From an optimization exercise on the open Yosys and OpenROAD flow, aimed at small area, a short achievable clock period and few clock cycles; shortcuts taken in it are not production practice.
Function was checked by simulation only, so behaviour that the tests miss may differ from the original.
Power is estimated from default activity; no workload was simulated.

<file path="run.sh">
#!/bin/bash
# synth_recipe.tcl (not shown) runs the flow's synth.tcl, then flattens the netlist and writes it again
# the make line also repeats each setting of config.mk as NAME=value (left out here)
make -C /OpenROAD-flow-scripts/flow DESIGN_CONFIG=/design/flow/config.mk WORK_HOME=/design/flow/orfs CLKGATE_MAP_FILE= SYNTH_SCRIPT=/design/flow/synth_recipe.tcl finish
</file>
<file path="config.mk">
export PLATFORM = sky130hd
export DESIGN_NAME = LBP
export DESIGN_NICKNAME = LBP
export VERILOG_FILES = /design/flow/design.v
export SDC_FILE = /design/flow/constraint.sdc
export NUM_CORES = 4
export LEC_CHECK = 0
export CAP_MARGIN = 20
export CORE_MARGIN = 2
export CORE_UTILIZATION = 40
export SLEW_MARGIN = 20
</file>
<file path="constraint.sdc">
create_clock -name core_clock -period 5.0 [get_ports {clk}]
set_input_delay 1.0000 -clock core_clock [delete_from_list [all_inputs] [get_ports {clk}]]
set_output_delay 1.0000 -clock core_clock [all_outputs]
set_load 0.01 [all_outputs]
</file>
<file path="design.v">
`timescale 1ns/10ps
module LBP ( clk, reset, gray_addr, gray_req, gray_ready, gray_data, lbp_addr, lbp_valid, lbp_data, finish);
input   	clk;
input   	reset;
output  [13:0] 	gray_addr;
output         	gray_req;
input   	gray_ready;
input   [7:0] 	gray_data;
output  [13:0] 	lbp_addr;
output  	lbp_valid;
output  [7:0] 	lbp_data;
output  	finish;
reg gray_req, lbp_valid, finish;
reg [13:0] gray_addr, lbp_addr;
reg [3:0] counterG;
reg [3:0] counterS;
reg [7:0] sum, lbp_data, gc_data, gp_data;
reg [13:0] counter1;
reg [13:0] counter2;
reg [13:0] counter3;
reg [13:0] counter4;
reg [13:0] counter5;
reg [13:0] counter6;
reg [13:0] counter7;
reg [13:0] counter8;
reg [13:0] counter9;
always@(posedge clk or posedge reset) 
begin
	if(reset) 
	   gray_req <=0;
	else if (gray_ready) 
	   gray_req <=1;
	else 
	   gray_req <= gray_req;
end
always@(posedge clk or posedge reset) 
begin
	if(reset) 
	   counterG <=0;
	else if (counterG >=9)
	   counterG <= 1;
	else 
	   counterG <= counterG + 1;
end
always@(posedge clk or posedge reset) 
begin
	if(reset) 
	   counterS <=0;
	else 
	   counterS <= counterG;
end
always@(posedge clk or posedge reset) 
begin
	if(reset) 
	   counter1 <=129;
	else if(counterG >=9)
	   counter1 <= counter1 + 1;
	else 
	   counter1 <= counter1;
end
always@(posedge clk or posedge reset) 
begin
	if(reset) 
	   counter2 <=0;
	else if(counterG >=9)
	   counter2 <= counter2 + 1;
	else 
	   counter2 <= counter2;
end
always@(posedge clk or posedge reset) 
begin
	if(reset) 
	   counter3 <=1;
	else if(counterG >=9)
	   counter3 <= counter3 + 1;
	else 
	   counter3 <= counter3;
end
always@(posedge clk or posedge reset) 
begin
	if(reset) 
	   counter4 <=2;
	else if(counterG >=9)
	   counter4 <= counter4 + 1;
	else 
	   counter4 <= counter4;
end
always@(posedge clk or posedge reset) 
begin
	if(reset) 
	   counter5 <=128;
	else if(counterG >=9)
	   counter5 <= counter5 + 1;
	else 
	   counter5 <= counter5;
end
always@(posedge clk or posedge reset) 
begin
	if(reset) 
	   counter6 <=130;
	else if(counterG >=9)
	   counter6 <= counter6 + 1;
	else 
	   counter6 <= counter6;
end
always@(posedge clk or posedge reset) 
begin
	if(reset) 
	   counter7 <=256;
	else if(counterG >=9)
	   counter7 <= counter7 + 1;
	else 
	   counter7 <= counter7;
end
always@(posedge clk or posedge reset) 
begin
	if(reset) 
	   counter8 <=257;
	else if(counterG >=9)
	   counter8 <= counter8 + 1;
	else 
	   counter8 <= counter8;
end
always@(posedge clk or posedge reset) 
begin
	if(reset) 
	   counter9 <=258;
	else if(counterG >=9)
	   counter9 <= counter9 + 1;
	else 
	   counter9 <= counter9;
end
always@(*)
begin
	case (counterG) 
	4'b0001: gray_addr = counter1;
	4'b0010: gray_addr = counter2;
	4'b0011: gray_addr = counter3;
	4'b0100: gray_addr = counter4;
	4'b0101: gray_addr = counter5;
	4'b0110: gray_addr = counter6;
	4'b0111: gray_addr = counter7;
	4'b1000: gray_addr = counter8;
	4'b1001: gray_addr = counter9;
	default: gray_addr = 0;
	endcase
end
always@(posedge clk or posedge reset)
begin
	if (reset) begin
		gc_data <= 0;
		gp_data <= 0;
	end
	else if (counterG ==1) 
		gc_data <= gray_data;
	else	begin
		gp_data <= gray_data;
		gc_data <= gc_data;
	end
end
always@(*)
begin
	sum = 0;
	if (gp_data >= gc_data) begin
		if(counterS >=2) begin
		case (counterS-1)
		4'b0001: sum = 1;
		4'b0010: sum = 2;
		4'b0011: sum = 4;
		4'b0100: sum = 8;
		4'b0101: sum = 16;
		4'b0110: sum = 32;
		4'b0111: sum = 64;
		4'b1000: sum = 128;
		default: sum = sum;
		endcase
		end
	end
	else 
		sum = sum;
end
integer i;
always@(posedge clk or posedge reset)
begin
	if (reset) begin
		lbp_valid <= 0;
		i <= 0;
	end
	else if (lbp_addr == 255 + 128* i) begin
		lbp_valid <= 0;
		i <= i+1;
	end
	else if (lbp_addr % 128 == 0) 
		lbp_valid <= 0;
	else if (counterS ==9) 
		lbp_valid <= 1;
	else 
		lbp_valid <= 0;
end
always@(posedge clk or posedge reset)
begin
	if (reset) 
		lbp_data <= 0;
	else if (counterS ==1)
		lbp_data <= 0;
	else if (gp_data >= gc_data) begin
		if(counterS >=1) 
		lbp_data <= lbp_data + sum;
	end
	else
		lbp_data <= lbp_data;
end
always@(posedge clk or posedge reset)
begin
	if (reset) 
		lbp_addr <= 0;
	else if (counterG ==9)
		lbp_addr <= counter1;
	else 
		lbp_addr <= lbp_addr;
end
always@(posedge clk or posedge reset)
begin	   
	if (reset) 
		finish <=0;
	else if (lbp_addr >16254)
		finish <=1;
	else 
		finish <=finish;
end
endmodule
</file>
==> flow_summary.ini <==
[global_route]
grt_first_pass_wirelength_mm = 38.5
grt_use_met3_pct = 3.78
grt_max_degree = 105
met2_usage_pct = 29.4
met1_usage_pct = 26.3
grt_most_used_layer = met2
track_usage_pct = 18.7
antenna_found_initial = 0
grt-ovfl-total = 0
grt_pass1_vias = 7088

[power_and_ir_drop]
power_w = 0.00311
power_switching_w = 0.000785
irDropWorstVdd_mv = 0.230
sw_frac_of_total_pct = 25.2
clkPwrFrac_pct = 45.3
p_leak_nw = 5.09
powerDensity_mw_per_mm2 = 274
pwr-share-comb_pct = 2.5
p_seq_share_pct = 52.2
power.internal_w = 0.00233

[die]
pin_count = 50
die_area_mm2 = 0.0260
die_x_um = 161
std_cell_rows = 57
die_y_um = 161
start_util_pct = 40.7
coreArea_mm2 = 0.0243

[synth]
ys_async_sr_fraction_pct = 100
ys.flop_type = dfrtp_1
synth_enable_flop_cells = 0
ys_seq_area_share_pct = 50.7
syn_area_mm2 = 0.00991
ys_top_cells_by_area = dfrtp_1, xnor2_1, nand2_1
synth_nets = 994
avgSynthCellArea_um2 = 10.4
ys.warnings.count = 1
synth_area_leader_cell = dfrtp_1
synthCells = 952
ys_ff_latch = 200
synth_cell_types = 66
yosys.area.top_type_share_pct = 47.5

[sta]
fmax_mhz = 231
final.min_clock_period_ps = 4330
rsz0062_at_grt = false
finalSetupViolations = 0
drv_slew = 0
tightest_slew_ps = 979
holdWs_ps = 468
tns_ps = 0
relSlewSlack_pct = 34.7
hold_violations = 0
timing.final.crit_share_pct = 86.6
fin_skew_ps = 16.3

[critical_path]
cp.arrival_ps = 3330
cp_cell_sequence = nor2b_1 > and2_0 > a22o_1 > a221oi_1 > nand2_1 > a221o_1 > clkdlybuf4s50_1
path_max_fanout = 14
endpoint_kind = output pin
cp_slowest_cell = and2_0
worstSetupStartpointType = flip-flop
timing_worst_setup_path_type = reg -> out
slowest_delay_ps = 750
critPathRequiredTime_ps = 4000

[route]
firstDrtPassIters = 6
routed_wirelength_mm = 23.0
drc = 0
drt_iter0_drc = 502
wl_per_cell_um = 17.2
via_count = 7232
routed_via_density = 5.42
ant_nets = 0

[layout]
syn_to_final_growth_pct = 14.9
drive_gt1_share_pct = 8.02
layout.nets = 1039
finalInstanceArea_mm2 = 0.0114
fin_cells = 1334
antenna_cells = 0

[placement]
gp_congestion = 0.815
place_area_mm2 = 0.0108
io_buffers = 49
dp_hpwl_mm = 16.3
numPlacedInstances = 1302

[run_status]
outcome = finished clean

[hold_path]
hp-class = reg -> reg

[clocking]
cts.clk_slew.worst_paths_ps = 80
cts_setup_buffers = 0
ctsHoldBuffers = 0
ctsResizeCount = 0
clock_latency_ps = 450
cts_tree = done
h-tree-depth = 4
cts_buffers = 17
cts.sinks = 200
cts_buffer_depth = 2
ctsRootBufferMaster = clkbuf_16

[run]
drv_cap = 0
## cell usage after synthesis, drive strengths merged, types with 9 or more instances
cell type and number:
a221o 12, a221oi 9, a222oi 11, a22o 16, a22oi 16, and2 13, and3 22, buf 11
clkbuf 21, dfrtp 188, dfstp 12, ha 30, inv 26, mux2 11, nand2 158, nand3 32
nand4 50, nor2 47, nor2b 18, nor3 12, o21ai 20, xnor2 103, xor2 33
## worst paths after layout
check	cells past startpoint	slack, ps	startpoint	endpoint
setup / recovery	7	670	counterG[2]	gray_addr[3]
hold / removal	1	470	finish	finish
setup reg to reg	16	1250	gc_data[0]	lbp_data[7]
hold reg to reg	1	470	finish	finish
max in group asynchronous	3	2900	reset	counter7[11]
min in group asynchronous	2	1050	reset	gray_req
## power by group through the flow
stage          clock [W]  combinational (W)  sequential (W)
5_1_grt          0.00151          0.0000896         0.00163
4_1_cts          0.00145          0.0000810         0.00163
2_1_floorplan          0          0.0000489         0.00166
3_3_place_gp           0          0.0000800         0.00166
6_report         0.00141          0.0000766         0.00163
3_5_place_dp           0          0.0000807         0.00166
## kinds of logic after synthesis
kind of cell,share of synthesized area [%]
buffers and inverters,2.31
AOI/OAI and AO/OA,9.71
adders and majority gates,3.99
and+or+nand+nor,19.6
xor gates and xnor gates,12.0
DFF,50.7
muxes,1.65
## worst max-delay path: cells and delay by family, from the launching register on
| family | cells | cell delay [ps] |
|---|---|---|
| DFF | 1 | 530 |
| AOI/OAI and AO/OA | 3 | 460 |
| and+or+nand+nor | 3 | 1340 |
| buffers and inverters | 1 | 560 |
## layout by cell type, fill, tap and decap left out, drive strengths merged, types with 3 or more instances in the layout
master,instances
ha,30
nor2,47
mux2,11
inv,34
clkinv,5
nor2b,18
nand2b,6
xor2,33
o2111ai,3
or3,5
a22oi,16
and2,13
nand2,158
dfstp,12
or2,3
dfrtp,188
xnor2,103
a21o,7
clkdlybuf4s50,49
a222oi,11
a21oi,8
clkbuf,17
nand3,32
and4,5
nand4,50
a22o,16
mux2i,4
a221oi,9
a221o,12
o21ai,20
and3,22
a211o,4
nor4,8
nor3,12
buf,9
nor4b,4
## state kept, by name (all words and copies together), names as in the netlist
name	cells
counter7	14
gray_req	1
counter6	14
counter8	14
lbp_data	8
counter3	14
counterG	4
gc_data	8
lbp_valid	1
counter9	14
counterS	4
i	25
counter1	14
counter2	14
counter4	14
gp_data	8
finish	1
counter5	14
lbp_addr	14
## metrics by stage
stage,setup WS (ps),util [%]
floorplan,1420,-
global placement,1280,44.3
detailed placement,1230,44.3
CTS,662,46.8
global route,485,46.8
finish,669,46.8
## cell type report
class                           count  area [um^2]
Clock inverter                     15          175
Timing Repair Buffer               58          583
Inverter                           26          101
Multi-Input combinational cell    694         4670
Sequential cell                   200         5020
Clock buffer                       17          425
Fill cell                        2217        12900
Tap cell                          324          405
## metal layers
layer / routed length, um / vias up
met5: 0 / -
met4: 360 / 0
met3: 1040 / 29
met2: 10600 / 175
met1: 11000 / 3573
li1: - / 3455
Testbench counts, summed over its fixed seeds: cycles 1,161,160.

==> re-timing with driven ports <==
The flow's constraints put no driver on any port. The routed layout listed below was extracted and timed again, unchanged, in two steps.
Step 1 (the two cells are an assumption about what drives the block):
set clk [get_ports {clk}]
set_driving_cell -lib_cell sky130_fd_sc_hd__clkbuf_16 $clk
set_driving_cell -lib_cell sky130_fd_sc_hd__buf_2 [delete_from_list [all_inputs] $clk]
Step 2, shift: input delay + t, output delay - t, t = (earliest + latest rising clock arrival at the registers) / 2. This alone moves slack from input paths to output paths.
Three values: no drivers, after step 1, after step 2; two values: the first two.
t (ns): 0.488
slack for setup (ns): 0.669 / 0.623 / 1.111
worst hold slack (ns): 0.468 / 0.468 / 0.468
After both steps setup and hold are still met in this run. For this run, drivers alone change the setup slack by -0.046 ns; drivers and shift together by +0.442 ns.
